Context: an optimization exercise on an open-source flow, tuned for small area. The choices shown serve that exercise and are no tape-out recipe.
At most, simulation tests tie the RTL to the original design; equivalence was not proved.
For run 4, only the layout was checked, not whether the RTL still works.

## flow/run.sh

```bash
#!/bin/bash
# synth_recipe.tcl (not shown) runs the flow's synth.tcl, then flattens the netlist and writes it again
# the make line also repeats each setting of config.mk as NAME=value (left out here)
make -C /OpenROAD-flow-scripts/flow DESIGN_CONFIG=/design/flow/config.mk WORK_HOME=/design/flow/orfs CLKGATE_MAP_FILE= SYNTH_SCRIPT=/design/flow/synth_recipe.tcl finish
```

## flow/constraint.sdc

```tcl
create_clock -name core_clock -period 40.0 [get_ports {clk}]
set_input_delay 8.0000 -clock core_clock [delete_from_list [all_inputs] [get_ports {clk}]]
set_output_delay 8.0000 -clock core_clock [all_outputs]
set_load 0.01 [all_outputs]
```

## flow/design.v

```verilog
`timescale 1ns / 1ps
module display(
    input   wire        clk,         
    input   wire        rstn,        
    input   wire[31:0]  vga_pos,     
    output   wire       hsync,       
    output   wire       vsync,       
    output   wire[3:0]  red,         
    output   wire[3:0]  green,       
    output   wire[3:0]  blue         
    );
    reg reg_h;
    reg reg_v;
    reg[3:0] reg_red;
    reg[3:0] reg_green;
    reg[3:0] reg_blue;
    assign hsync = reg_h;
    assign vsync = reg_v;
    assign red = reg_red;
    assign green = reg_green;
    assign blue = reg_blue;
    reg[9:0] h_count;
    reg[9:0] v_count;
    always @(posedge clk) begin
        if (!rstn) begin
            h_count <= 10'b0;
            v_count <= 10'b0;
        end
        else begin
            if (h_count == 10'd800 - 1) begin
                h_count <= 10'b0;
                if (v_count == 10'd525 - 1) begin
                    v_count <= 10'b0;
                end
                else begin
                    v_count <= v_count + 1'b1;
                end
            end
            else begin
                h_count <= h_count + 1'b1;
            end
        end
    end
    always @(posedge clk) begin
        if (h_count < 10'd96) begin
            reg_h <= 1'b0;
        end
        else begin
            reg_h <= 1'b1;
        end
    end
    always @(posedge clk) begin
        if (v_count < 10'd2) begin
            reg_v <= 1'b0;
        end
        else begin
            reg_v <= 1'b1;
        end
    end
    wire[9:0] x, y;
    assign x = vga_pos % 10'd800;
    assign y = vga_pos / 10'd800;
    wire[9:0] top = y - 10'd15;
    wire[9:0] bottom = y + 10'd15;
    wire[9:0] left = x - 10'd15;
    wire[9:0] right = x + 10'd15;
    always @(posedge clk) begin
        if (h_count>left && h_count<right && v_count>top && v_count<bottom) begin
            if(v_count>top+10'd6 && v_count<top+10'd12) begin
                if((h_count>left+10'd3 && h_count<left+10'd12) || (h_count>right-10'd12 && h_count<right-10'd3)) begin   
                    reg_red   <= 4'b0;
                    reg_green <= 4'b0;
                    reg_blue  <= 4'b0;
                end
                else begin    
                    reg_red   <= 4'b0100;
                    reg_green <= 4'b0010;
                    reg_blue  <= 4'b0001;
                end
            end
            else if(h_count>left+10'd10 && h_count<right-10'd10 && v_count>bottom-10'd10 && v_count<bottom-10'd4) begin  
                reg_red     <= 4'b1000;
                reg_green   <= 4'b0001;
                reg_blue    <= 4'b0001;
            end
            else begin   
                reg_red   <= 4'b0100;
                reg_green <= 4'b0010;
                reg_blue  <= 4'b0001;
            end
        end
        else begin   
                reg_red   <= 4'b0;
                reg_green <= 4'b0;
                reg_blue  <= 4'b0;
        end
    end
endmodule
```

## flow/config.mk

```make
export PLATFORM = sky130hd
export DESIGN_NAME = display
export DESIGN_NICKNAME = display
export VERILOG_FILES = /design/flow/design.v
export SDC_FILE = /design/flow/constraint.sdc
export NUM_CORES = 4
export LEC_CHECK = 0
export CAP_MARGIN = 20
export CORE_MARGIN = 2
export CORE_UTILIZATION = 40
export SLEW_MARGIN = 20
```

==> impl_metrics.toml, run 1 <==
[outcome]
status = "timing/DRC/antenna clean"

[synthesis]
ys_ff_latch = 25
synth_area_leaders = "ha_1 (15%), xnor2_1 (5.7%), dfxtp_1 (4.1%)"
synth_common_cells = "ha_1 (150), nor2_1 (130), nand2_1 (96), a21oi_1 (95), xnor2_1 (80)"
synthDistinctLibCells = 129
synth_edf_count = 0
ys_warn_count = 1
syn_inst = 1648
synth_area_um2 = 12300
avgSynthCellArea_um2 = 7.44
ys_async_sr_fraction_pct = 0
synth_ff_type = "dfxtp_1"
synth_top_cell_by_area = "ha_1"
synth_most_common_cell = "ha_1"
synth.yosys.seq_area_share_pct = 4.08
synth_top_area_share_pct = 15.3

[placement]
dp_hpwl_um = 27400
io_buffers = 40
place_congestion = 0.926
dpl_worst_slack_ps = 11890

[critical_path]
path_delay_family = "compound AO/OA/AOI/OAI gates"
path_class = "input port to register"
critPathMaxStageDelay_ps = 970
critPathArrivalTime_ps = 28120
start_kind = "input port"
crit_buf_inv = 3
crit_path_max_fanout = 25
endpoint_kind = "register"
crit_top_cell = "o2111ai_1"
slowest_stage = "clkdlybuf4s50_1"
required_ps = 40160

[clock_network]
cts_setup_buffers = 0
clockBufferDepth = 2
cts-resized-gates = 0
cts_buffers = 3
worstSkewPairLatency_ps = 260
htreeDepth = 1
cts_hold_buffers = 0
clk_pin_slew_ps = 60
cts_sinks = 25
cts_tree = "built"
cts-root-buf = "clkbuf_16"

[floorplanning]
die_area_um2 = 32100
rows = 64
fp.dieW_um = 179
fp.coreArea_um2 = 30300
start_util_pct = 40.4
die_y_um = 179
io_pins = 48

[global_route]
overflow = 0
grt_pass1_wl_um = 57200
grt_max_degree = 26
track_usage_pct = 21.0
grt_pass1_vias = 11700
antenna_found_initial = 0

[route]
via_count = 12600
wl_per_cell_um = 16.9
ant_nets = 0
via_per_inst = 6.22
drc = 0
drt_iter0_drc = 772
wl_um = 34200
dr.pass1.iters = 5

[sta]
period_share_pct = 69.9
slew_violations = 0
finalCriticalPeriod_ps = 27960
finalSetupTns_ps = 0
worst_slack_ps = 12040
hold_violations = 0
max_freq_mhz = 35.8
slew_headroom_pct = 27.9
worstMarginPinSlew_ps = 1070
rsz0062_at_grt = "false"
worst_clock_skew_ps = 3.82
setup_violations = 0

[final_layout]
drive_gt1_share_pct = 8.29
insertedDiodeCount = 0
area_delta_synth_final_pct = 5.60
layout.nets = 1814

[flow_run]
maxCapViolCount = 0

[worst_hold_path]
hold_path.class = "register to register"
-- cells by family after synthesis --
group           share of synthesized area [%]
simple gates                             25.2
compound gates                           36.1
mux                                      3.25
flops                                    4.08
xor+xnor                                 10.2
buf+inv                                  5.19
fa+ha+maj                                15.9
other cells                            0.0306
-- worst register-to-register path, cell delays in order, from the launching register on --
cell and delay, ps:
dfxtp_1 520, ha_1 340, nor2b_1 160, or2_2 310
a21o_1 180, a21o_1 170, a21oi_1 150, nor2b_1 60
o21ai_0 150, nand2b_1 80, a21oi_1 210, o2111ai_1 200
a21oi_1 170, nor3_1 70, and2_1 150
-- layout by cell type (no fill, tap or decap), drive strengths merged, types with 24 or more instances in the layout --
master / Yosys / final
nor3: 55 / 55
nor2: 135 / 135
o21a: 29 / 29
mux2i: 24 / 24
o21ai: 93 / 93
a21oi: 99 / 99
nor2b: 29 / 29
xnor2: 89 / 89
a21o: 36 / 36
dfxtp: 25 / 25
nand2: 97 / 97
clkdlybuf4s50: 0 / 40
nand4: 28 / 28
inv: 76 / 76
nand3: 50 / 50
o211ai: 33 / 33
ha: 150 / 150
a211oi: 34 / 34
xor2: 41 / 41
and2: 24 / 24
nand2b: 30 / 30
a31oi: 37 / 37
-- per-stage QoR --
step	utilization [%]	cell area (um^2)	hold slack (ps)	std cells
after floorplan	-	12300	441	1654
after global placement	42.4	12900	460	2021
after detailed placement	42.4	12900	471	2021
after CTS	42.6	12900	483	2025
after global routing	42.6	12900	499	2025
final	42.6	12900	484	2025
-- sequential cells by signal (all words and copies together) (netlist names) --
| signal | flops |
|---|---|
| reg_h | 1 |
| reg_green | 1 |
| reg_blue | 1 |
| reg_v | 1 |
| h_count | 10 |
| v_count | 10 |
| reg_red | 1 |
-- area by class of cell --
class / instances / area (um^2)
timing repair buffer: 43 / 423
sequential: 25 / 500
multi-input combinational: 1478 / 11100
clock inverter: 1 / 5.00
tap: 396 / 495
inverter: 79 / 297
fill: 3125 / 17400
clock buffer: 3 / 75.1
-- path summary, 6_finish.rpt --
| path | from | endpoint | slack, ps | cells after the start |
|---|---|---|---|---|
| hold / removal | h_count[0]$_SDFF_PP0_ | h_count[0]$_SDFF_PP0_ | 480 | 1 |
| hold reg to reg | h_count[0]$_SDFF_PP0_ | h_count[0]$_SDFF_PP0_ | 480 | 1 |
| setup / recovery | vga_pos[31] | reg_red[3]$_SDFF_PP0_ | 12040 | 64 |
| setup reg to reg | v_count[1]$_SDFFE_PN0P_ | reg_green[1]$_SDFF_PN0_ | 37010 | 14 |
-- per-layer routing --
layer	wire (um)	track usage, %	vias up
li1	-	-	6296
met2	16100	36.7	369
met5	0	0	-
met3	1580	1.44	32
met4	362	3.18	0
met1	16200	28.6	5889
==> run 2: changes to the inputs <==
==> flow/design.v (replaced) <==
`timescale 1ns / 1ps
module display(
    input   wire        clk,         
    input   wire        rstn,        
    input   wire[31:0]  vga_pos,     
    output   wire       hsync,       
    output   wire       vsync,       
    output   wire[3:0]  red,         
    output   wire[3:0]  green,       
    output   wire[3:0]  blue         
    );
    function [9:0] add10(input [9:0] a, input [9:0] b, input cin);
        integer i;
        reg c;
        begin
            c = cin;
            for (i = 0; i < 10; i = i + 1) begin
                add10[i] = a[i] ^ b[i] ^ c;
                c = (a[i] & b[i]) | (a[i] & c) | (b[i] & c);
            end
        end
    endfunction
    function [9:0] inc10(input [9:0] a);
        integer i;
        reg c;
        begin
            c = 1'b1;
            for (i = 0; i < 10; i = i + 1) begin
                inc10[i] = a[i] ^ c;
                c = a[i] & c;
            end
        end
    endfunction
    reg [9:0] hx;
    reg [9:0] vy;
    wire h_wrap = (hx == 10'd800 + 10'd14);
    wire v_wrap = (vy == 10'd525 + 10'd14);
    always @(posedge clk) begin
        if (!rstn) begin
            hx <= 10'd14;
            vy <= 10'd15;
        end
        else begin
            if (h_wrap) begin
                hx <= 10'd15;
                if (v_wrap)
                    vy <= 10'd15;
                else
                    vy <= inc10(vy);
            end
            else begin
                hx <= inc10(hx);
            end
        end
    end
    assign hsync = hx >= 10'd96 + 10'd15;
    assign vsync = vy >= 10'd2 + 10'd15;
    wire [4:0] s = hx[4:0];
    wire [31:0] pbits = {vga_pos[5], vga_pos[5], vga_pos[5], vga_pos[5], vga_pos[5],
                         vga_pos[5], vga_pos[6], vga_pos[7], vga_pos[8], vga_pos[9],
                         vga_pos[10], vga_pos[11], vga_pos[12], vga_pos[13], vga_pos[14],
                         vga_pos[15], vga_pos[16], vga_pos[17], vga_pos[18], vga_pos[19],
                         vga_pos[20], vga_pos[21], vga_pos[22], vga_pos[23], vga_pos[24],
                         vga_pos[25], vga_pos[26], vga_pos[27], vga_pos[28], vga_pos[29],
                         vga_pos[30], vga_pos[31]};
    wire pbit = pbits[s];
    reg [4:0] r_w;       
    reg [4:0] r_q;       
    wire [4:0] r_in = (s == 5'd0) ? 5'd0 : r_w;
    wire [5:0] t = {r_in, pbit};
    wire t_ge = (t >= 6'd25);
    wire [5:0] t_sub = t - 6'd25;
    always @(posedge clk) begin
        r_w <= t_ge ? t_sub[4:0] : t[4:0];
        if (s == 5'd27)
            r_q <= r_w;
    end
    wire [9:0] x = {r_q, vga_pos[4:0]};
    wire [9:0] d = add10(vga_pos[14:5], {5'b11111, ~r_q}, 1'b1);    
    wire [9:0] y = add10(add10(d, {d[6:0], 3'b000}, 1'b0), {d[4:0], 5'b00000}, 1'b0);
    wire [9:0] dh = add10(hx, ~x, 1'b1);
    wire [9:0] dv = add10(vy, ~y, 1'b1);
    wire in_h = (dh[9:5] == 5'd0) && (dh[4:0] != 5'd0) && (dh[4:0] <= 5'd29) && (x >= 10'd15);
    wire in_v = (dv[9:5] == 5'd0) && (dv[4:0] != 5'd0) && (dv[4:0] <= 5'd29) &&
                (y >= 10'd15) && (y <= 10'd1008);
    wire [4:0] ch = dh[4:0];
    wire [4:0] cv = dv[4:0];
    wire eye_row = (cv >= 5'd7) && (cv <= 5'd11);
    wire eye_col = ((ch >= 5'd4) && (ch <= 5'd11)) || ((ch >= 5'd19) && (ch <= 5'd26));
    wire mouth_row = (cv >= 5'd21) && (cv <= 5'd25);
    wire mouth_col = (ch >= 5'd11) && (ch <= 5'd19);
    wire inbox = in_h && in_v;
    wire mouth = inbox && mouth_row && mouth_col;
    wire face = inbox && !(eye_row && eye_col) && !mouth;
    assign red = {mouth, face, 2'b00};
    assign green = {2'b00, face, mouth};
    assign blue = {3'b000, face | mouth};
endmodule
==> flow/flow/run.sh (new file) <==
#!/bin/bash
# Standard ORFS layout, with two changes that only pick smaller cells:
#  - port buffers are buf_1 instead of the resizer's default choice;
#  - the clock tree uses small clock buffers and no dummy loads.
set -euo pipefail
bash standard.sh synth > synth.log 2>&1
bash standard.sh \
  "BUFFER_PORTS_ARGS=-buffer_cell sky130_fd_sc_hd__buf_1" \
  "CTS_ARGS=-sink_clustering_enable -repair_clock_nets -dont_use_dummy_load -buf_list sky130_fd_sc_hd__clkbuf_4 -root_buf sky130_fd_sc_hd__clkbuf_4" \
  finish > layout.log 2>&1
==> flow/standard.sh (new file) <==
#!/bin/bash
# synth_recipe.tcl (not shown) runs the flow's synth.tcl, then flattens the netlist and writes it again
# the make line also repeats each setting of config.mk as NAME=value (left out here)
make -C /OpenROAD-flow-scripts/flow DESIGN_CONFIG=/design/flow/config.mk WORK_HOME=/design/flow/orfs CLKGATE_MAP_FILE= SYNTH_SCRIPT=/design/flow/synth_recipe.tcl "${@:-finish}"
removed: flow/run.sh
==> run 2 against run 1 <==
  * Sequential share of layout area up 16 points
  * Critical path depth down 41
  * Global-route usage down 4.8 points
  * Still clean
  * Clock-buffer cell count up 2
  * Largest cell class unchanged
  * Design area down 75%
  * Synthesized cell count down 81%
  * First-iteration DRC count down 91%
  * Cell count down 78%
  * Flip-flop and latch count up 5
  * Clock skew up 16 ps
  * Utilization up 1.9 points
  * Non-clock buffer count down 2
==> impl_metrics.toml, run 2 <==
[final_layout]
final_common_cell = "inv_1"
insertedDiodeCount = 0
final_cell_mix = "inv_1 (42), buf_1 (40), ha_1 (33)"
layout.nets = 442
post-route-util_pct = 44.5
drive_gt1_share_pct = 5.44
area_delta_synth_final_pct = 7.01
top_regs = "hx: 10 flops, vy: 10 flops"

[sta]
max_freq_mhz = 45.0
rsz0062_at_grt = "false"
setup_violations = 0
period_share_pct = 55.6
worstMarginPinSlew_ps = 709
finalCriticalPeriod_ps = 22240
worst_clock_skew_ps = 20.0
hold_violations = 0
finalSetupTns_ps = 0
worst_slack_ps = 17770
slew_headroom_pct = 52.6
slew_violations = 0

[route]
drc = 0
ant_nets = 0
via_count = 2307
dr.pass1.iters = 4
wl_um = 6390
wl_per_cell_um = 14.3
drt_iter0_drc = 69
via_per_inst = 5.15

[synthesis]
ys_warn_count = 1
synth_compound_area_share_pct = 12.5
synth_area_um2 = 3050
ys_ff_latch = 30
synth.yosys.seq_area_share_pct = 21.3
avgSynthCellArea_um2 = 9.75
synth_area_leaders = "dfxtp_1 (16%), fa_1 (16%), ha_1 (14%)"
synth_top_family_by_area = "adder cells"
synthAdderAreaFrac_pct = 29.6
synthXorXnorAreaFrac_pct = 5.29
ys_async_sr_fraction_pct = 0
synth_common_cells = "inv_1 (42), ha_1 (33), dfxtp_1 (25), fa_1 (24), nor2_1 (17)"
muxShareOfSynthArea_pct = 4.84
synth_ff_type = "dfxtp_1"
syn_inst = 313
synth_top_area_share_pct = 16.4
synthSimpleGateAreaFrac_pct = 16.8
synth_top_cell_by_area = "dfxtp_1"
synth_most_common_cell = "inv_1"
synth_edf_count = 5
synthDistinctLibCells = 63

[outcome]
status = "timing/DRC/antenna clean"

[global_route]
grt_pass1_wl_um = 10900
antenna_found_initial = 0
use_met1_pct = 21.1
use_met2_pct = 27.8
track_usage_pct = 16.2
use_met3_pct = 3.07
grt_max_degree = 16
overflow = 0
grt_pass1_vias = 2361
top_usage_layer = "met2"

[clock_network]
cts-resized-gates = 0
clockBufferDepth = 2
clk_pin_slew_ps = 100
cts-root-buf = "clkbuf_4"
cts_buffers = 5
htreeDepth = 2
cts_sinks = 30
cts_hold_buffers = 0
worstSkewPairLatency_ps = 320
cts_setup_buffers = 0
cts_tree = "built"

[worst_hold_path]
hold_path.class = "register to register"

[critical_path]
critPathMaxStageDelay_ps = 590
crit_top_cell = "fa_1"
required_ps = 32000
start_kind = "input port"
crit_path_max_fanout = 4
path_class = "input port to output pin"
slowest_stage = "fa_1"
cp_cell_sequence = "buf_1 -> inv_1 -> ha_1 -> inv_1 -> fa_1 -> fa_1 -> fa_1 -> inv_1 -> fa_1 -> inv_1 -> maj3_1 -> a21oi_1 -> fa_1 -> fa_1 -> fa_1 -> fa_1 -> fa_1 -> nor4bb_1 -> nand4_1 -> a2111oi_4 -> o2111ai_1 -> a21boi_0 -> buf_1"
endpoint_kind = "output pin"
critPathArrivalTime_ps = 14240

[placement]
place_congestion = 0.789
dpl_worst_slack_ps = 17730
dp_hpwl_um = 5330
io_buffers = 40

[floorplanning]
start_util_pct = 41.6
die_area_um2 = 8340
fp.coreArea_um2 = 7330
fp.dieW_um = 91.3
io_pins = 48
die_y_um = 91.3
rows = 31

[flow_run]
maxCapViolCount = 0
run 2: cell count changes after synthesis, moves of 40 or more:
| cell | before | now |
|---|---|---|
| a21oi_1 | 95 | 10 |
| ha_1 | 150 | 33 |
| nand2_1 | 96 | 13 |
| nand3_1 | 49 | 2 |
| nor2_1 | 130 | 17 |
| nor3_1 | 46 | 6 |
| o21ai_0 | 69 | 11 |
| xnor2_1 | 80 | 8 |
run 2: cell families after synthesis:
logic type | after synthesis
AOI/OAI and AO/OA | 52
xor gates and xnor gates | 15
adders and majority gates | 58
buffers and inverters | 59
DFF | 30
muxes | 11
other | 1
and+or+nand+nor | 87
run 2: through the flow:
step           cell area [um^2]  instances  hold WS [ps]
5_1_grt                    3260        448           542
4_1_cts                    3260        448           520
6_report                   3260        448           516
3_3_place_gp               3230        443           494
2_1_floorplan              3070        319           453
3_5_place_dp               3230        443           496
run 2: final cells by class:
type                       count  area, um^2
inverter                      43         161
fill                         724        4070
sequential                    30         651
tap                           99         124
clock buffer                   5        37.5
timing repair buffer          41         158
multi-input combinational    230        2130
run 2: routing by layer:
metal  vias up  share of wire (%)
met4         0                1.5
met1      1105                 48
met3        11                2.3
li1       1164                  -
met5         -                  0
met2        27                 49
run 2: final timing paths:
kind,from,to,slack [ps],cells after the start
setup / recovery,vga_pos[5],red[2],17770,23
hold / removal,vy[0]$_SDFFE_PN1P_,vy[0]$_SDFFE_PN1P_,520,1
setup reg to reg,hx[0]$_SDFF_PN0_,r_w[2]$_DFF_P_,36800,11
hold reg to reg,vy[0]$_SDFFE_PN1P_,vy[0]$_SDFFE_PN1P_,520,1
run 2: critical path: cells and delay by family:
family,cells,cell delay (ps)
buffers and inverters,6,520
and+or+nand+nor,2,440
AOI/OAI and AO/OA,4,1000
adders and majority gates,11,4260
==> run 3: changes to the inputs <==
==> flow/run.sh (new file) <==
#!/bin/bash
# synth_recipe.tcl (not shown) runs the flow's synth.tcl, then flattens the netlist and writes it again
# the make line also repeats each setting of config.mk as NAME=value (left out here)
make -C /OpenROAD-flow-scripts/flow DESIGN_CONFIG=/design/flow/config.mk WORK_HOME=/design/flow/orfs CLKGATE_MAP_FILE= SYNTH_SCRIPT=/design/flow/synth_recipe.tcl finish
removed: flow/flow/run.sh
removed: flow/standard.sh
==> run 3 against run 2 <==
  * Largest cell class unchanged
  * Die area is the same
  * Via count grew 0.17%
  * Maximum frequency shrank 3.7%
  * Critical path depth is the same
  * Wire length grew 4.5%
  * Clock-buffer cell count grew 1
  * Clock skew shrank 12 ps
  * Still clean
  * Hold slack gained 0.76 ps
==> impl_metrics.toml, run 3 <==
[synthesis]
synth_most_common_cell = "inv_1"
synth_ff_type = "dfxtp_1"
ys_async_sr_fraction_pct = 0
synthDistinctLibCells = 63
syn_inst = 313
synth_top_cell_by_area = "dfxtp_1"
synth_top_area_share_pct = 16.4
synth_edf_count = 5
synth_area_leaders = "dfxtp_1 (16%), fa_1 (16%), ha_1 (14%)"
synth_area_um2 = 3050
synth.yosys.seq_area_share_pct = 21.3
ys_ff_latch = 30
ys_warn_count = 1
synth_common_cells = "inv_1 (42), ha_1 (33), dfxtp_1 (25), fa_1 (24), nor2_1 (17)"
avgSynthCellArea_um2 = 9.75

[sta]
finalCriticalPeriod_ps = 23090
finalSetupTns_ps = 0
rsz0062_at_grt = "false"
worstMarginPinSlew_ps = 811
hold_violations = 0
slew_violations = 0
worst_slack_ps = 16910
worst_clock_skew_ps = 8.02
max_freq_mhz = 43.3
slew_headroom_pct = 45.9
setup_violations = 0
period_share_pct = 57.7

[clock_network]
cts_tree = "built"
cts-resized-gates = 0
cts_buffers = 5
clockBufferDepth = 2
clk_pin_slew_ps = 60
cts_hold_buffers = 0
cts_sinks = 30
worstSkewPairLatency_ps = 280
htreeDepth = 2
cts_setup_buffers = 0
cts-root-buf = "clkbuf_8"

[final_layout]
final_common_cell = "inv_1"
drive_gt1_share_pct = 6.25
layout.nets = 442
area_delta_synth_final_pct = 17.4
n_fill_cell = 705
top_regs = "hx: 10 flops, vy: 10 flops"
final_cell_mix = "inv_1 (42), clkdlybuf4s50_1 (40), ha_1 (33)"
insertedDiodeCount = 0

[global_route]
grt_max_degree = 16
overflow = 0
track_usage_pct = 17.0
grt_pass1_wl_um = 11500
antenna_found_initial = 0
grt_pass1_vias = 2337

[floorplanning]
fp.dieW_um = 91.3
start_util_pct = 41.6
fp.coreArea_um2 = 7330
die_y_um = 91.3
io_pins = 48
die_area_um2 = 8340
rows = 31

[critical_path]
critPathArrivalTime_ps = 15090
endpoint_kind = "output pin"
reg2reg_setup_slack_ps = 36780
rr_startpoint = "hx[1]$_SDFF_PP1_"
path_class = "input port to output pin"
r2r_cells = 11
r2r_end = "r_w[2]$_DFF_P_"
required_ps = 32000
crit_path_max_fanout = 4
startpoint = "vga_pos[5]"
start_kind = "input port"

[route]
via_count = 2311
wl_per_cell_um = 14.8
drt_iter0_drc = 51
via_per_inst = 5.12
drc = 0
dr.pass1.iters = 4
wl_um = 6670
ant_nets = 0

[placement]
io_buffers = 40
dpl_worst_slack_ps = 16900
place_congestion = 0.787
dp_hpwl_um = 5470

[worst_hold_path]
min_to = "r_q[0]$_DFFE_PN_"
hp-start = "r_w[0]$_DFF_P_"
hold_depth = 0
hold_path.class = "register to register"

[flow_run]
maxCapViolCount = 0

[outcome]
status = "timing/DRC/antenna clean"
==> run 3: cell counts after synthesis <==
Identical to the previous run, type by type.
==> run 3: metrics by stage <==
stage	instances	instance area, um^2	util (%)	hold WS [ps]
floorplan	319	3070	-	453
global placement	443	3480	47.4	498
detailed placement	443	3480	47.4	499
CTS	451	3580	48.8	511
global route	451	3580	48.8	542
finish	451	3580	48.8	517
==> run 3: worst max-delay path: stages <==
cell and delay (ps):
clkdlybuf4s50_1 430, inv_1 70, ha_1 130, inv_1 50
fa_1 370, fa_1 390, fa_1 380, inv_1 80
fa_1 480, inv_1 110, maj3_1 210, a21oi_1 100
fa_1 500, fa_1 460, fa_1 430, fa_1 600
fa_1 430, nor4bb_1 270, nand4_1 180, a2111oi_4 370
o2111ai_1 200, a21boi_0 260, clkdlybuf4s50_1 580
==> run 3: cell type report <==
| type | count | area (um^2) | area share (%) |
|---|---|---|---|
| Multi-Input combinational cell | 230 | 2130 | 59.6 |
| Inverter | 43 | 161 | 4.51 |
| Clock inverter | 2 | 10.0 | 0.280 |
| Clock buffer | 6 | 93.8 | 2.62 |
| Sequential cell | 30 | 651 | 18.2 |
| Timing Repair Buffer | 41 | 408 | 11.4 |
| Tap cell | 99 | 124 | 3.46 |
==> run 3: how the worst max path moves through the flow <==
stage,to,cells after the start
2_1_floorplan,green[1],22
3_3_place_gp,red[2],23
3_5_place_dp,green[1],23
4_1_cts,green[1],23
5_1_grt,green[1],23
6_report,green[1],23
==> run 3: routing by layer <==
metal	up-vias	track usage [%]	routed length [um]	share of wire, %
met2	28	27.7	3160	47
met1	1122	24.4	3330	50
met3	5	1.99	124	1.9
li1	1156	-	-	-
met4	0	3.79	57	0.85
met5	-	0	0	0
==> run 3: logic make-up after synthesis <==
family	count (synthesis)	share of synthesized area, %
AO/OA/AOI/OAI	52	12.5
XOR/XNOR	15	5.29
adder cells (fa/ha/maj)	58	29.6
buffers and inverters	59	9.47
flip-flops	30	21.3
multiplexers	11	4.84
other	1	0.123
AND/OR/NAND/NOR	87	16.8
==> run 4: changes to the inputs <==
--- a/flow/design.v
+++ b/flow/design.v
@@ -20,11 +20,11 @@
             end
         end
     endfunction
-    function [9:0] inc10(input [9:0] a);
+    function [9:0] inc10(input [9:0] a, input cin);
         integer i;
         reg c;
         begin
-            c = 1'b1;
+            c = cin;
             for (i = 0; i < 10; i = i + 1) begin
                 inc10[i] = a[i] ^ c;
                 c = a[i] & c;
@@ -41,16 +41,8 @@
             vy <= 10'd15;
         end
         else begin
-            if (h_wrap) begin
-                hx <= 10'd15;
-                if (v_wrap)
-                    vy <= 10'd15;
-                else
-                    vy <= inc10(vy);
-            end
-            else begin
-                hx <= inc10(hx);
-            end
+            hx <= h_wrap ? 10'd15 : inc10(hx, 1'b1);
+            vy <= (h_wrap && v_wrap) ? 10'd15 : inc10(vy, h_wrap);
         end
     end
     assign hsync = hx >= 10'd96 + 10'd15;
@@ -65,21 +57,26 @@
                          vga_pos[30], vga_pos[31]};
     wire pbit = pbits[s];
     reg [4:0] r_w;       
-    reg [4:0] r_q;       
+    reg [4:0] r_qn;      
+    reg [9:0] y_n;       
     wire [4:0] r_in = (s == 5'd0) ? 5'd0 : r_w;
     wire [5:0] t = {r_in, pbit};
-    wire t_ge = (t >= 6'd25);
+    wire q = (t >= 6'd25);
     wire [5:0] t_sub = t - 6'd25;
+    integer k;
     always @(posedge clk) begin
-        r_w <= t_ge ? t_sub[4:0] : t[4:0];
+        r_w <= q ? t_sub[4:0] : t[4:0];
         if (s == 5'd27)
-            r_q <= r_w;
+            r_qn <= ~r_w;
+        for (k = 0; k < 10; k = k + 1)
+            if (s == 5'd26 - k)
+                y_n[k] <= ~q;
     end
-    wire [9:0] x = {r_q, vga_pos[4:0]};
-    wire [9:0] d = add10(vga_pos[14:5], {5'b11111, ~r_q}, 1'b1);    
-    wire [9:0] y = add10(add10(d, {d[6:0], 3'b000}, 1'b0), {d[4:0], 5'b00000}, 1'b0);
-    wire [9:0] dh = add10(hx, ~x, 1'b1);
-    wire [9:0] dv = add10(vy, ~y, 1'b1);
+    wire [9:0] x_n = {r_qn, ~vga_pos[4:0]};
+    wire [9:0] x = ~x_n;
+    wire [9:0] y = ~y_n;
+    wire [9:0] dh = add10(hx, x_n, 1'b1);
+    wire [9:0] dv = add10(vy, y_n, 1'b1);
     wire in_h = (dh[9:5] == 5'd0) && (dh[4:0] != 5'd0) && (dh[4:0] <= 5'd29) && (x >= 10'd15);
     wire in_v = (dv[9:5] == 5'd0) && (dv[4:0] != 5'd0) && (dv[4:0] <= 5'd29) &&
                 (y >= 10'd15) && (y <= 10'd1008);
==> flow/flow/run.sh (new file) <==
#!/bin/bash
# The standard ORFS layout with changes that only pick smaller cells:
#  - synthesis: the same ORFS synthesis script, but the combinational logic is
#    mapped by ABC with an area-oriented script (flow/abc.script) and without
#    Yosys's separate full-adder extraction, so ABC sees all of the logic;
#    registers are mapped exactly as in the standard synthesis;
#  - port buffers are buf_1 instead of the resizer's default choice;
#  - the clock tree uses small clock buffers and no dummy loads.
set -euo pipefail
HERE=$(pwd)
rm -rf "$HERE/scripts_mod"
cp -r "$FLOW_HOME/scripts" "$HERE/scripts_mod"
cp "$HERE/flow/abc.script" "$HERE/scripts_mod/abc_speed.script"
bash standard.sh "SCRIPTS_DIR=$HERE/scripts_mod" "ADDER_MAP_FILE=" synth > synth.log 2>&1
bash standard.sh \
  "BUFFER_PORTS_ARGS=-buffer_cell sky130_fd_sc_hd__buf_1" \
  "CTS_ARGS=-sink_clustering_enable -repair_clock_nets -dont_use_dummy_load -buf_list {sky130_fd_sc_hd__clkbuf_4 sky130_fd_sc_hd__clkbuf_8} -root_buf sky130_fd_sc_hd__clkbuf_8" \
  finish > layout.log 2>&1
==> flow/flow/abc.script (new file) <==
strash
&get -n
&deepsyn -T 30
&dch -f
&nf -R 1000
&put
==> flow/standard.sh (new file) <==
#!/bin/bash
# synth_recipe.tcl (not shown) runs the flow's synth.tcl, then flattens the netlist and writes it again
# the make line also repeats each setting of config.mk as NAME=value (left out here)
make -C /OpenROAD-flow-scripts/flow DESIGN_CONFIG=/design/flow/config.mk WORK_HOME=/design/flow/orfs CLKGATE_MAP_FILE= SYNTH_SCRIPT=/design/flow/synth_recipe.tcl "${@:-finish}"
removed: flow/run.sh
==> run 4 against run 3 <==
  * Cell count fell by 6.2%
  * Global-route usage increased by 1.1 points
  * Die area shrank 18%
  * Synthesized cell count shrank 1.6%
  * Setup slack better by 5200 ps
  * Area after synthesis is 19% lower
  * Design area down 24%
  * Non-clock buffer count decreased by 1
  * First-iteration DRC count increased to 2.7 times the previous value
  * Critical path type unchanged
  * Critical endpoint unchanged
==> impl_metrics.toml, run 4 <==
[sta]
worstMarginPinSlew_ps = 623
rsz0062_at_grt = "false"
worst_clock_skew_ps = 14.8
slew_headroom_pct = 57.9
worst_slack_ps = 22080
finalSetupTns_ps = 0
finalCriticalPeriod_ps = 17920
hold_violations = 0
setup_violations = 0
max_freq_mhz = 55.8
slew_violations = 0
fin_hold_ws_ps = 453
period_share_pct = 44.8

[critical_path]
rr_startpoint = "hx[0]$_SDFF_PN0_"
crit_path_max_fanout = 4
slowest_stage = "a311oi_1"
start_kind = "input port"
cp_cell_sequence = "buf_1 -> nand2b_1 -> nand3_1 -> a311oi_1 -> a21oi_1 -> nor2_1 -> a21oi_1 -> nor4_1 -> nand4_1 -> a311oi_1 -> o21a_1 -> buf_1"
r2r_end = "y_n[2]$_DFFE_PN_"
critPathArrivalTime_ps = 9920
path_class = "input port to output pin"
critPathMaxStageDelay_ps = 300
path_delay_family = "compound AO/OA/AOI/OAI gates"
r2r_cells = 10
endpoint_kind = "output pin"
crit_buf_inv = 2
required_ps = 32000
reg2reg_setup_slack_ps = 36980

[floorplanning]
fp.coreArea_um2 = 5960
fp.dieW_um = 82.6
io_pins = 48
die_area_um2 = 6820
start_util_pct = 41.5
rows = 28
die_y_um = 82.6

[placement]
place_area_um2 = 2660
place_congestion = 0.830
io_buffers = 40
post-place-cells = 418
dp_hpwl_um = 4570
dpl_worst_slack_ps = 22120

[synthesis]
synthSimpleGateAreaFrac_pct = 28.2
synth_compound_area_share_pct = 19.0
ys_warn_count = 1
synth_area_leaders = "dfxtp_1 (20%), edfxtp_1 (18%), xnor2_1 (7.1%)"
synth_most_common_cell = "nor2_1"
synth_common_cells = "nor2_1 (45), nand2_1 (26), dfxtp_1 (25), o21ai_0 (21), xnor2_1 (20)"
synthXorXnorAreaFrac_pct = 8.51
synth.yosys.seq_area_share_pct = 38.5
synth_area_um2 = 2470
synthDistinctLibCells = 45
synth_ff_type = "dfxtp_1"
synth_top_area_share_pct = 20.3
synth_top_cell_by_area = "dfxtp_1"
syn_inst = 308
ys_ff_latch = 40
avgSynthCellArea_um2 = 8.02
ys_async_sr_fraction_pct = 0
synthAdderAreaFrac_pct = 0
muxShareOfSynthArea_pct = 0.405
synth_edf_count = 15
synth_top_family_by_area = "simple AND/OR/NAND/NOR gates"

[clock_network]
cts_buffers = 5
cts_tree = "built"
worstSkewPairLatency_ps = 290
cts-resized-gates = 0
clockBufferDepth = 2
cts_hold_buffers = 0
htreeDepth = 2
cts_sinks = 40
clk_pin_slew_ps = 80
cts-root-buf = "clkbuf_8"
cts_setup_buffers = 0

[final_layout]
stdcell_area_um2 = 2720
insertedDiodeCount = 0
n_fill_cell = 619
top_regs = "hx: 10 flops, vy: 10 flops, y_n: 10 flops"
instances_no_fill = 423
multi_input_area_um2 = 1410
drive_gt1_share_pct = 1.44
layout.nets = 384
final_common_cell = "nor2_1"
final_cell_mix = "nor2_1 (45), buf_1 (40), nand2_1 (26)"
ff_latch_area_um2 = 951
area_delta_synth_final_pct = 10.2

[worst_hold_path]
hp-start = "r_w[3]$_DFF_P_"
hold_path.class = "register to register"
hold_depth = 2
min_to = "r_w[4]$_DFF_P_"

[route]
dr.pass1.iters = 4
via_count = 2267
wl_um = 5730
wl_per_cell_um = 13.6
via_per_inst = 5.36
drt_iter0_drc = 140
drc = 0
ant_nets = 0

[outcome]
status = "timing/DRC/antenna clean"

[global_route]
overflow = 0
antenna_found_initial = 0
grt_pass1_wl_um = 9670
grt_max_degree = 14
grt_pass1_vias = 2002
track_usage_pct = 18.2

[flow_run]
maxCapViolCount = 0
==> run 4: cell count changes after synthesis, moves of 7 or more <==
cell,change
o21ai_0,+10
a21oi_1,+7
clkinv_1,+13
o22ai_1,+8
ha_1,-33
nand3_1,+8
fa_1,-24
mux2i_1,-7
edfxtp_1,+10
xnor2_1,+12
nor2_1,+28
inv_1,-42
nand2_1,+13
nor3_1,+13
==> run 4: layer usage <==
metal	track usage [%]	part of all wire, %
met5	0	0
met4	4.43	0.85
met3	2.93	5.1
met2	28.8	44
met1	25.9	50
==> run 4: worst reg2reg max path, stage by stage (launching register included) <==
cell,delay (ps)
dfxtp_1,490
or2_0,500
o22ai_1,140
nor2_1,120
nor2_1,50
a2111oi_0,410
o41ai_1,220
nand3_1,160
and3_1,180
o21a_1,180
clkinv_1,260
==> run 4: cell families after synthesis <==
| group | count (synthesis) |
|---|---|
| buffers and inverters | 24 |
| other | 1 |
| muxes | 1 |
| xor gates and xnor gates | 24 |
| and+or+nand+nor | 144 |
| DFF | 40 |
| AOI/OAI and AO/OA | 74 |
==> run 4: worst max-delay path by stage <==
| stage | slack, ps | from | cells after the start | end |
|---|---|---|---|---|
| floorplan | 22320 | vga_pos[2] | 11 | green[1] |
| global placement | 22160 | vga_pos[2] | 12 | green[1] |
| detailed placement | 22120 | vga_pos[2] | 12 | green[1] |
| CTS | 22090 | vga_pos[2] | 12 | green[1] |
| global route | 21760 | vga_pos[2] | 12 | red[2] |
| finish | 22080 | vga_pos[2] | 12 | green[1] |
==> run 4: final cells by class <==
cell class                      instances  share of cell area [%]
Clock buffer                            5                    2.53
Tap cell                               75                    3.45
Sequential cell                        40                    34.9
Inverter                               13                    1.79
Multi-Input combinational cell        250                    51.8
Timing Repair Buffer                   40                    5.51
==> run 4: through the flow <==
stage | util [%]
after floorplan | -
after global placement | 44.6
after detailed placement | 44.6
after CTS | 45.7
after global routing | 45.7
final | 45.7
==> run 5: changes to the inputs <==
--- a/flow/design.v
+++ b/flow/design.v
@@ -33,8 +33,8 @@
     endfunction
     reg [9:0] hx;
     reg [9:0] vy;
-    wire h_wrap = (hx == 10'd800 + 10'd14);
-    wire v_wrap = (vy == 10'd525 + 10'd14);
+    wire h_wrap = hx[9] & hx[8] & hx[5] & ~hx[4] & hx[3] & hx[2] & hx[1] & ~hx[0];   
+    wire v_wrap = vy[9] & vy[4] & vy[3] & vy[1] & vy[0];                            
     always @(posedge clk) begin
         if (!rstn) begin
             hx <= 10'd14;
==> flow/flow/run.sh (replaced) <==
#!/bin/bash
# The standard ORFS layout with changes that only pick smaller cells:
#  - synthesis: the same ORFS synthesis script, but the combinational logic is
#    mapped by ABC with an area-oriented script (flow/abc.script) and without
#    Yosys's separate full-adder extraction, so ABC sees all of the logic;
#    registers are mapped exactly as in the standard synthesis;
#  - port buffers are buf_1 instead of the resizer's default choice;
#  - the clock tree uses clkbuf_8 buffers only and no dummy loads.
set -euo pipefail
HERE=$(pwd)
rm -rf "$HERE/scripts_mod"
cp -r "$FLOW_HOME/scripts" "$HERE/scripts_mod"
cp "$HERE/flow/abc.script" "$HERE/scripts_mod/abc_speed.script"
bash standard.sh "SCRIPTS_DIR=$HERE/scripts_mod" "ADDER_MAP_FILE=" synth > synth.log 2>&1
bash standard.sh \
  "SKIP_REPAIR_TIE_FANOUT=1" "BUFFER_PORTS_ARGS=-buffer_cell sky130_fd_sc_hd__buf_1" \
  "CTS_ARGS=-sink_clustering_enable -repair_clock_nets -dont_use_dummy_load -sink_clustering_size 50 -sink_clustering_max_diameter 300 -buf_list sky130_fd_sc_hd__clkbuf_16 -root_buf sky130_fd_sc_hd__clkbuf_16" \
  finish > layout.log 2>&1
==> flow/flow/abc.script (replaced) <==
strash
&get -n
&deepsyn -J 100 -T 100 -S 3
&dch -f
&nf -R 1000
&put
==> run 5 against run 4 <==
  * Still clean
  * Maximum frequency shrank 2.7%
  * Design area grew 1.2%
  * Die area shrank 0.63%
  * Wire length shrank 7.0%
  * Hold slack gained 6.6 ps
  * Flip-flop and latch count is the same
  * Largest cell class unchanged
  * Highest routed layer unchanged
==> impl_metrics.toml, run 5 <==
[global_route]
grt_max_degree = 17
grt_pass1_wl_um = 9290
overflow = 0
antenna_found_initial = 0
grt_pass1_vias = 2042
track_usage_pct = 17.9

[sta]
setup_violations = 0
worst_clock_skew_ps = 14.4
finalCriticalPeriod_ps = 18420
finalSetupTns_ps = 0
period_share_pct = 46.1
slew_headroom_pct = 62.7
rsz0062_at_grt = "false"
worstMarginPinSlew_ps = 559
max_freq_mhz = 54.3
hold_violations = 0
slew_violations = 0

[floorplanning]
rows = 28
start_util_pct = 41.5
fp.coreArea_um2 = 5920
die_area_um2 = 6780
die_y_um = 82.3
fp.dieW_um = 82.3
io_pins = 48

[synthesis]
synth_area_leaders = "dfxtp_1 (20%), edfxtp_1 (18%), xnor2_1 (6.4%)"
synth_ff_type = "dfxtp_1"
synth_top_area_share_pct = 20.4
synth_area_um2 = 2450
ys_async_sr_fraction_pct = 0
synth.yosys.seq_area_share_pct = 38.7
ys_ff_latch = 40
synth_most_common_cell = "nor2_1"
synth_common_cells = "nor2_1 (41), o21ai_0 (27), dfxtp_1 (25), a21oi_1 (20), xnor2_1 (18)"
synth_top_cell_by_area = "dfxtp_1"
avgSynthCellArea_um2 = 8.24
synthDistinctLibCells = 41
synth_edf_count = 15
ys_warn_count = 1
syn_inst = 298

[critical_path]
crit_buf_inv = 3
r2r_end = "r_w[2]$_DFF_P_"
cp_cell_sequence = "buf_1 -> nand2b_1 -> a31oi_1 -> nand2b_1 -> o21ai_0 -> xnor2_1 -> clkinv_1 -> or3_1 -> and3_1 -> a211oi_1 -> a21boi_0 -> and2_0 -> buf_1"
path_class = "input port to output pin"
crit_path_max_fanout = 5
startpoint = "vga_pos[1]"
rr_startpoint = "hx[0]$_SDFF_PN0_"
endpoint_kind = "output pin"
slowest_stage = "or3_1"
r2r_cells = 15
critPathMaxStageDelay_ps = 400
reg2reg_setup_slack_ps = 37160
critPathArrivalTime_ps = 10420
start_kind = "input port"
required_ps = 32000
cp.depth = 13
endpoint = "green[1]"
path_delay_family = "simple AND/OR/NAND/NOR gates"

[flow_run]
maxCapViolCount = 0

[route]
wl_um = 5330
wl_per_cell_um = 13.0
via_count = 2168
drt_iter0_drc = 80
drc = 0
via_per_inst = 5.30
dr.pass1.iters = 4
ant_nets = 0

[clock_network]
cts_hold_buffers = 0
worstSkewPairLatency_ps = 280
cts_sinks = 40
cts_tree = "built"
clk_pin_slew_ps = 60
cts-resized-gates = 0
cts_setup_buffers = 0
cts-root-buf = "clkbuf_16"
htreeDepth = 2
cts_buffers = 5
clockBufferDepth = 2

[worst_hold_path]
hold_depth = 1
hold_path.class = "register to register"

[placement]
io_buffers = 40
place_congestion = 0.827
post-place-cells = 404
dp_hpwl_um = 4130

[final_layout]
final_common_cell = "nor2_1"
layout.nets = 370
insertedDiodeCount = 0
n_fill_cell = 611
final_cell_mix = "nor2_1 (41), buf_1 (40), o21ai_0 (27)"
area_delta_synth_final_pct = 12.3
instances_no_fill = 409
drive_gt1_share_pct = 2.10
top_regs = "hx: 10 flops, vy: 10 flops, y_n: 10 flops"

[outcome]
status = "timing/DRC/antenna clean"
-- run 5: cell types whose count changed after synthesis, moves of 4 or more --
cell      delta
nor3_1       -5
o21ai_0      +6
nand2_1     -10
xor2_1       +9
nor2_1       -4
clkinv_1     -5
-- run 5: final cells by class --
type,count,area [um^2],area share (%)
clock buffer,5,125,4.54
inverter,8,30.0,1.09
multi-input combinational,239,1390,50.5
sequential,40,951,34.5
tap,75,93.8,3.40
timing repair buffer,42,165,5.99
-- run 5: kinds of logic (layout without fill, tap and decap cells) --
group / after synthesis / in the layout / synth area share (%)
buffers and inverters: 19 / 55 / 4.59
XOR/XNOR: 31 / 31 / 11.1
AO/OA/AOI/OAI: 75 / 75 / 17.9
multiplexers: 1 / 1 / 0.408
flip-flops: 40 / 40 / 38.7
other: 1 / 1 / 0.153
adder cells (fa/ha/maj): 3 / 3 / 1.22
AND/OR/NAND/NOR: 128 / 128 / 25.9
-- run 5: worst min path at each step --
stage / endpoint / slack, ps / from
6_report: r_qn[1]$_DFFE_PN_ / 460 / r_w[1]$_DFF_P_
5_1_grt: r_qn[3]$_DFFE_PN_ / 470 / r_w[3]$_DFF_P_
4_1_cts: r_qn[1]$_DFFE_PN_ / 460 / r_w[1]$_DFF_P_
3_5_place_dp: r_qn[4]$_DFFE_PN_ / 450 / r_w[4]$_DFF_P_
3_3_place_gp: r_qn[3]$_DFFE_PN_ / 450 / r_w[3]$_DFF_P_
2_1_floorplan: r_qn[4]$_DFFE_PN_ / 430 / r_w[4]$_DFF_P_
-- run 5: per-layer routing --
metal | wire (um) | global-route usage [%]
met4 | 25 | 4.00
met5 | 0 | 0
met1 | 2610 | 22.6
met3 | 150 | 4.35
met2 | 2550 | 30.8
-- run 5: per-stage QoR --
step / util, % / hold slack [ps] / worst slack [ps] / area [um^2]
final: 46.6 / 460 / 21580 / 2760
after CTS: 46.6 / 462 / 21550 / 2760
after floorplan: - / 435 / 21740 / 2450
after detailed placement: 44.4 / 449 / 21550 / 2630
after global routing: 46.6 / 473 / 21090 / 2760
after global placement: 44.4 / 446 / 21640 / 2630
==> run 6: changes to the inputs <==
--- a/flow/flow/run.sh
+++ b/flow/flow/run.sh
@@ -14,5 +14,5 @@
 bash standard.sh "SCRIPTS_DIR=$HERE/scripts_mod" "ADDER_MAP_FILE=" synth > synth.log 2>&1
 bash standard.sh \
   "SKIP_REPAIR_TIE_FANOUT=1" "BUFFER_PORTS_ARGS=-buffer_cell sky130_fd_sc_hd__buf_1" \
-  "CTS_ARGS=-sink_clustering_enable -repair_clock_nets -dont_use_dummy_load -sink_clustering_size 50 -sink_clustering_max_diameter 300 -buf_list sky130_fd_sc_hd__clkbuf_16 -root_buf sky130_fd_sc_hd__clkbuf_16" \
+  "CTS_ARGS=-sink_clustering_enable -repair_clock_nets -dont_use_dummy_load -buf_list sky130_fd_sc_hd__clkbuf_4 -root_buf sky130_fd_sc_hd__clkbuf_4" \
   finish > layout.log 2>&1
==> flow/config.mk (replaced) <==
export PLATFORM = sky130hd
export DESIGN_NAME = display
export DESIGN_NICKNAME = display
export VERILOG_FILES = /design/flow/design.v
export SDC_FILE = /design/flow/constraint.sdc
export NUM_CORES = 4
export LEC_CHECK = 0
export CAP_MARGIN = 0
export CORE_MARGIN = 2
export CORE_UTILIZATION = 70
export SLEW_MARGIN = 0
==> run 6 against run 5 <==
  * Clock skew grew 17 ps
  * Non-clock buffer count fell by 1
  * Clock-buffer cell count did not move
  * Setup slack lost 24 ps
  * Wire length decreased by 7.6%
  * Critical path depth unchanged
  * Highest routed layer unchanged
  * Critical endpoint unchanged
  * Via count grew 3.6%
  * Still clean
  * Design area shrank 4.8%
  * Die area shrank 41%
==> impl_metrics.toml, run 6 <==
[outcome]
status = "timing/DRC/antenna clean"

[synthesis]
synth_top_area_share_pct = 20.4
ys_ff_latch = 40
synth_common_cells = "nor2_1 (41), o21ai_0 (27), dfxtp_1 (25), a21oi_1 (20), xnor2_1 (18)"
ys_warn_count = 1
synth_ff_type = "dfxtp_1"
synthDistinctLibCells = 41
avgSynthCellArea_um2 = 8.24
synth_most_common_cell = "nor2_1"
ys_async_sr_fraction_pct = 0
synth.yosys.seq_area_share_pct = 38.7
syn_inst = 298
synth_area_leaders = "dfxtp_1 (20%), edfxtp_1 (18%), xnor2_1 (6.4%)"
synth_top_cell_by_area = "dfxtp_1"
synth_edf_count = 15
synth_area_um2 = 2450

[clock_network]
clk_pin_slew_ps = 120
cts_hold_buffers = 0
cts_tree = "built"
cts-resized-gates = 0
cts_buffers = 5
cts-root-buf = "clkbuf_4"
cts_setup_buffers = 0
clockBufferDepth = 2
cts_sinks = 40
worstSkewPairLatency_ps = 350
htreeDepth = 2

[final_layout]
final_common_cell = "nor2_1"
layout.nets = 369
insertedDiodeCount = 0
area_delta_synth_final_pct = 6.93
final_cell_mix = "nor2_1 (41), buf_1 (40), o21ai_0 (27)"
post-route-util_pct = 78.1
drive_gt1_share_pct = 1.80
top_regs = "hx: 10 flops, vy: 10 flops, y_n: 10 flops"

[global_route]
grt_pass1_wl_um = 8820
antenna_found_initial = 0
overflow = 0
track_usage_pct = 27.7
grt_max_degree = 17
grt_pass1_vias = 2062

[route]
drt_iter0_drc = 135
wl_um = 4930
wl_per_cell_um = 13.0
via_per_inst = 5.93
dr.pass1.iters = 4
drc = 0
ant_nets = 0
via_count = 2247

[critical_path]
slowest_stage = "or3_1"
r2r_end = "vy[9]$_SDFF_PP0_"
endpoint_kind = "output pin"
critPathMaxStageDelay_ps = 400
path_delay_family = "simple AND/OR/NAND/NOR gates"
path_class = "input port to output pin"
r2r_cells = 9
crit_buf_inv = 3
reg2reg_setup_slack_ps = 37090
cp.depth = 13
required_ps = 32000
start_kind = "input port"
cp_cell_sequence = "buf_1 -> nand2b_1 -> a31oi_1 -> nand2b_1 -> o21ai_0 -> xnor2_1 -> clkinv_1 -> or3_1 -> and3_1 -> a211oi_1 -> a21boi_0 -> and2_0 -> buf_1"
endpoint = "green[1]"
startpoint = "vga_pos[1]"
crit_path_max_fanout = 5
critPathArrivalTime_ps = 10440
rr_startpoint = "hx[2]$_SDFF_PP1_"

[sta]
setup_violations = 0
max_freq_mhz = 54.2
worst_clock_skew_ps = 31.0
finalCriticalPeriod_ps = 18450
worstMarginPinSlew_ps = 720
finalSetupTns_ps = 0
rsz0062_at_grt = "false"
period_share_pct = 46.1
hold_violations = 0
slew_violations = 0
fin_hold_ws_ps = 475
slew_headroom_pct = 51.6

[floorplanning]
die_area_um2 = 4000
io_pins = 48
rows = 21
fp.dieW_um = 63.2
fp.coreArea_um2 = 3360
die_y_um = 63.2
start_util_pct = 73.0

[placement]
place_congestion = 0.798
io_buffers = 40
dp_hpwl_um = 3750

[flow_run]
maxCapViolCount = 0

[worst_hold_path]
hp-start = "r_w[2]$_DFF_P_"
hold_path.class = "register to register"
## run 6: cell counts after synthesis
Identical to the previous run, type by type.
## run 6: layout make-up
class | instances | area (um^2)
multi-input cells | 239 | 1390
flip-flops and latches | 40 | 951
fillers | 263 | 738
clock buffers | 5 | 37.5
well taps | 46 | 57.6
repair buffers | 41 | 158
inverters | 8 | 30.0
## run 6: per-stage QoR
| step | std cells | worst slack (ps) | cell area [um^2] |
|---|---|---|---|
| 3_5_place_dp | 374 | 21550 | 2590 |
| 3_3_place_gp | 374 | 21660 | 2590 |
| 6_report | 379 | 21560 | 2630 |
| 5_1_grt | 379 | 21270 | 2630 |
| 4_1_cts | 379 | 21540 | 2630 |
| 2_1_floorplan | 298 | 21740 | 2450 |
## run 6: worst min path at each step
stage,to,slack (ps),cells past startpoint
after detailed placement,r_qn[1]$_DFFE_PN_,450,1
after global routing,r_qn[2]$_DFFE_PN_,490,1
after floorplan,r_qn[4]$_DFFE_PN_,430,1
after global placement,r_qn[3]$_DFFE_PN_,440,1
after CTS,r_qn[1]$_DFFE_PN_,480,1
final,r_qn[2]$_DFFE_PN_,470,1
## run 6: logic make-up after synthesis
logic type      count (synthesis)  share of synthesized area (%)
buf+inv                        19                           4.59
other cells                     1                          0.153
compound gates                 75                           17.9
flops                          40                           38.7
xor+xnor                       31                           11.1
simple gates                  128                           25.9
fa+ha+maj                       3                           1.22
mux                             1                          0.408
## run 6: routing by layer
layer / vias to the layer above / global-route usage [%] / wire, um
met5: - / 0 / 0
met4: 0 / 9.51 / 76
met3: 8 / 6.07 / 270
met2: 66 / 49.3 / 2440
met1: 1028 / 33.1 / 2140
li1: 1145 / - / -
==> run 7: changes to the inputs <==
--- a/flow/config.mk
+++ b/flow/config.mk
@@ -7,5 +7,5 @@
 export LEC_CHECK = 0
 export CAP_MARGIN = 0
 export CORE_MARGIN = 2
-export CORE_UTILIZATION = 70
+export CORE_UTILIZATION = 85
 export SLEW_MARGIN = 0
==> run 7 against run 6 <==
  * The flow now stops in 3_1_place_gp_skip_io
  * Synthesized cell count unchanged
  * Area after synthesis is the same
==> impl_metrics.toml, run 7 <==
[outcome]
status = "aborted with a tool error"
haltStage = "3_1_place_gp_skip_io"
error_line = "[ERROR GPL-0301] Utilization 100.971 % exceeds 100%."

[floorplanning]
start_util_pct = 89.0
fp.dieW_um = 57.7
die_y_um = 57.7
rows = 19

[synthesis]
synth_most_common_cell = "nor2_1"
synthXorXnorAreaFrac_pct = 11.1
synth_common_cells = "nor2_1 (41), o21ai_0 (27), dfxtp_1 (25), a21oi_1 (20), xnor2_1 (18)"
muxShareOfSynthArea_pct = 0.408
synth_top_family_by_area = "simple AND/OR/NAND/NOR gates"
synthAdderAreaFrac_pct = 1.22
synthDistinctLibCells = 41
synth_ff_type = "dfxtp_1"
synthSimpleGateAreaFrac_pct = 25.9
ys_ff_latch = 40
synth_top_area_share_pct = 20.4
ys_warn_count = 1
synth_compound_area_share_pct = 17.9
syn_inst = 298
synth_top_cell_by_area = "dfxtp_1"
synth_edf_count = 15
avgSynthCellArea_um2 = 8.24
ys_async_sr_fraction_pct = 0
synth_area_leaders = "dfxtp_1 (20%), edfxtp_1 (18%), xnor2_1 (6.4%)"
synth.yosys.seq_area_share_pct = 38.7
synth_area_um2 = 2450
-- run 7: cells by family after synthesis --
group                      count (synthesis)
and+or+nand+nor                          128
AOI/OAI and AO/OA                         75
DFF                                       40
xor gates and xnor gates                  31
buffers and inverters                     19
adders and majority gates                  3
other                                      1
muxes                                      1
==> run 8: changes to the inputs <==
--- a/flow/flow/run.sh
+++ b/flow/flow/run.sh
@@ -13,6 +13,6 @@
 cp "$HERE/flow/abc.script" "$HERE/scripts_mod/abc_speed.script"
 bash standard.sh "SCRIPTS_DIR=$HERE/scripts_mod" "ADDER_MAP_FILE=" synth > synth.log 2>&1
 bash standard.sh \
-  "SKIP_REPAIR_TIE_FANOUT=1" "BUFFER_PORTS_ARGS=-buffer_cell sky130_fd_sc_hd__buf_1" \
-  "CTS_ARGS=-sink_clustering_enable -repair_clock_nets -dont_use_dummy_load -buf_list sky130_fd_sc_hd__clkbuf_4 -root_buf sky130_fd_sc_hd__clkbuf_4" \
+  "BUFFER_PORTS_ARGS=-buffer_cell sky130_fd_sc_hd__buf_1" \
+  "CTS_ARGS=-sink_clustering_enable -repair_clock_nets -dont_use_dummy_load -buf_list sky130_fd_sc_hd__clkbuf_8 -root_buf sky130_fd_sc_hd__clkbuf_8" \
   finish > layout.log 2>&1
==> flow/config.mk (replaced) <==
export PLATFORM = sky130hd
export DESIGN_NAME = display
export DESIGN_NICKNAME = display
export VERILOG_FILES = /design/flow/design.v
export SDC_FILE = /design/flow/constraint.sdc
export NUM_CORES = 4
export LEC_CHECK = 0
export CAP_MARGIN = 20
export CORE_MARGIN = 2
export CORE_UTILIZATION = 40
export SLEW_MARGIN = 20
==> run 8 against run 7 <==
  * Now clean on timing, DRC and antenna
  * Synthesized cell count is the same
  * Area after synthesis stayed put
==> impl_metrics.toml, run 8 <==
[synthesis]
synth_top_family_by_area = "simple AND/OR/NAND/NOR gates"
synth_area_leaders = "dfxtp_1 (20%), edfxtp_1 (18%), xnor2_1 (6.4%)"
synth_top_area_share_pct = 20.4
synthSimpleGateAreaFrac_pct = 25.9
synth_ff_type = "dfxtp_1"
muxShareOfSynthArea_pct = 0.408
ys_warn_count = 1
avgSynthCellArea_um2 = 8.24
synth_edf_count = 15
synth_compound_area_share_pct = 17.9
synth_top_cell_by_area = "dfxtp_1"
ys_async_sr_fraction_pct = 0
synth_most_common_cell = "nor2_1"
synthAdderAreaFrac_pct = 1.22
synth_area_um2 = 2450
syn_inst = 298
synth.yosys.seq_area_share_pct = 38.7
synthDistinctLibCells = 41
ys_ff_latch = 40
synthXorXnorAreaFrac_pct = 11.1
synth_common_cells = "nor2_1 (41), o21ai_0 (27), dfxtp_1 (25), a21oi_1 (20), xnor2_1 (18)"

[critical_path]
critPathArrivalTime_ps = 10450
start_kind = "input port"
slowest_stage = "or3_1"
cp_cell_sequence = "buf_1 -> nand2b_1 -> a31oi_1 -> nand2b_1 -> o21ai_0 -> xnor2_1 -> clkinv_1 -> or3_1 -> and3_1 -> a211oi_1 -> a21boi_0 -> and2_0 -> buf_1"
critPathMaxStageDelay_ps = 400
path_class = "input port to output pin"
endpoint_kind = "output pin"
crit_path_max_fanout = 5
required_ps = 32000

[global_route]
overflow = 0
track_usage_pct = 17.6
grt_pass1_wl_um = 9140
use_met3_pct = 5.00
use_met2_pct = 30.5
antenna_found_initial = 0
grt_max_degree = 17
use_met1_pct = 21.5
grt_pass1_vias = 2032
top_usage_layer = "met2"

[sta]
slew_violations = 0
hold_violations = 0
worstMarginPinSlew_ps = 702
finalSetupTns_ps = 0
rsz0062_at_grt = "false"
finalCriticalPeriod_ps = 18450
worst_slack_ps = 21550
slew_headroom_pct = 52.8
period_share_pct = 46.1
worst_clock_skew_ps = 23.6
max_freq_mhz = 54.2
setup_violations = 0
fin_hold_ws_ps = 460

[clock_network]
cts_buffers = 5
cts-resized-gates = 0
cts_hold_buffers = 0
cts_tree = "built"
worstSkewPairLatency_ps = 290
cts_sinks = 40
cts_setup_buffers = 0
htreeDepth = 2
clockBufferDepth = 2
clk_pin_slew_ps = 70
cts-root-buf = "clkbuf_8"

[route]
via_count = 2183
dr.pass1.iters = 4
wl_per_cell_um = 13.1
drt_iter0_drc = 72
wl_um = 5420
drc = 0
via_per_inst = 5.27
ant_nets = 0

[placement]
io_buffers = 40
dp_hpwl_um = 4120
place_congestion = 0.799
dpl_worst_slack_ps = 21550

[final_layout]
post-route-util_pct = 45.9
final_cell_mix = "nor2_1 (41), buf_1 (40), o21ai_0 (27)"
drive_gt1_share_pct = 1.77
n_fill_cell = 594
layout.nets = 375
top_regs = "hx: 10 flops, vy: 10 flops, y_n: 10 flops"
area_delta_synth_final_pct = 10.6
insertedDiodeCount = 0
final_common_cell = "nor2_1"

[outcome]
status = "timing/DRC/antenna clean"

[worst_hold_path]
hold_path.class = "register to register"

[floorplanning]
start_util_pct = 41.5
fp.dieW_um = 82.3
rows = 28
fp.coreArea_um2 = 5920
io_pins = 48
die_y_um = 82.3
die_area_um2 = 6780

[flow_run]
maxCapViolCount = 0
-- run 8: cell counts after synthesis --
Identical to the previous run, type by type.
-- run 8: layout make-up --
type | instances | area (um^2) | share of cell area, %
clock buffers | 5 | 68.8 | 2.53
inverters | 8 | 30.0 | 1.11
repair buffers | 41 | 158 | 5.81
flip-flops and latches | 40 | 951 | 35.0
multi-input cells | 245 | 1410 | 52.1
well taps | 75 | 93.8 | 3.46
-- run 8: through the flow --
| stage | instance area [um^2] | cells |
|---|---|---|
| 6_report | 2720 | 414 |
| 5_1_grt | 2720 | 414 |
| 4_1_cts | 2720 | 414 |
| 3_5_place_dp | 2650 | 409 |
| 3_3_place_gp | 2650 | 409 |
| 2_1_floorplan | 2480 | 304 |
-- run 8: logic make-up after synthesis --
| family | Yosys count |
|---|---|
| and+or+nand+nor | 128 |
| AOI/OAI and AO/OA | 75 |
| DFF | 40 |
| xor gates and xnor gates | 31 |
| buffers and inverters | 19 |
| adders and majority gates | 3 |
| other | 1 |
| muxes | 1 |
-- run 8: critical path, delay by kind of cell --
kind / cells / cell delay [ps]
AOI/OAI and AO/OA: 4 / 730
xor gates and xnor gates: 1 / 250
buffers and inverters: 3 / 370
and+or+nand+nor: 5 / 1110
-- run 8: path summary, 6_finish.rpt --
kind | from | end | slack (ps) | depth (start not counted)
max | vga_pos[1] | green[1] | 21550 | 13
max reg2reg | hx[2]$_SDFF_PP1_ | vy[8]$_SDFF_PP0_ | 37110 | 8
min reg2reg | r_w[1]$_DFF_P_ | r_qn[1]$_DFFE_PN_ | 460 | 1
min | r_w[1]$_DFF_P_ | r_qn[1]$_DFFE_PN_ | 460 | 1
-- run 8: layer usage --
| metal | vias to the layer above | wire (um) |
|---|---|---|
| met5 | - | 0 |
| met4 | 0 | 40 |
| met3 | 5 | 149 |
| met2 | 31 | 2590 |
| met1 | 1002 | 2640 |
| li1 | 1145 | - |

## re-timing with driven ports
Ports are ideal in the flow. The routed layouts listed here were re-timed in OpenROAD.
Step 1, drivers: a clkbuf_16 drives clk and a buf_2 each remaining input, both assumed.
Step 2, shift: input delay + t, output delay - t, t = (earliest + latest rising clock arrival at the registers) / 2. This alone moves slack from input paths to output paths.
Three values: ideal ports, drivers, drivers and shift; two values: the first two.
run	t, ns	slack for setup (ns)	hold WS [ns]	cell pins on the clock port's net
run 1	0.287	12.037 / 12.041 / 11.754	0.484 / 0.484 / 0.484	1
run 2	0.338	17.765 / 17.736 / 17.736	0.516 / 0.516 / 0.516	1
run 3	0.305	16.912 / 16.883 / 16.883	0.517 / 0.517 / 0.517	1
run 4	0.311	22.080 / 22.053 / 22.053	0.453 / 0.453 / 0.453	1
run 5	0.303	21.579 / 21.557 / 21.557	0.460 / 0.460 / 0.460	1
run 6	0.359	21.555 / 21.535 / 21.535	0.475 / 0.475 / 0.475	1
run 8	0.310	21.553 / 21.528 / 21.528	0.460 / 0.460 / 0.460	1
After both steps every run listed still meets setup and hold. The setup slack of run 1, which loses most, moves by +0.004 ns with the drivers and by -0.283 ns with both steps.
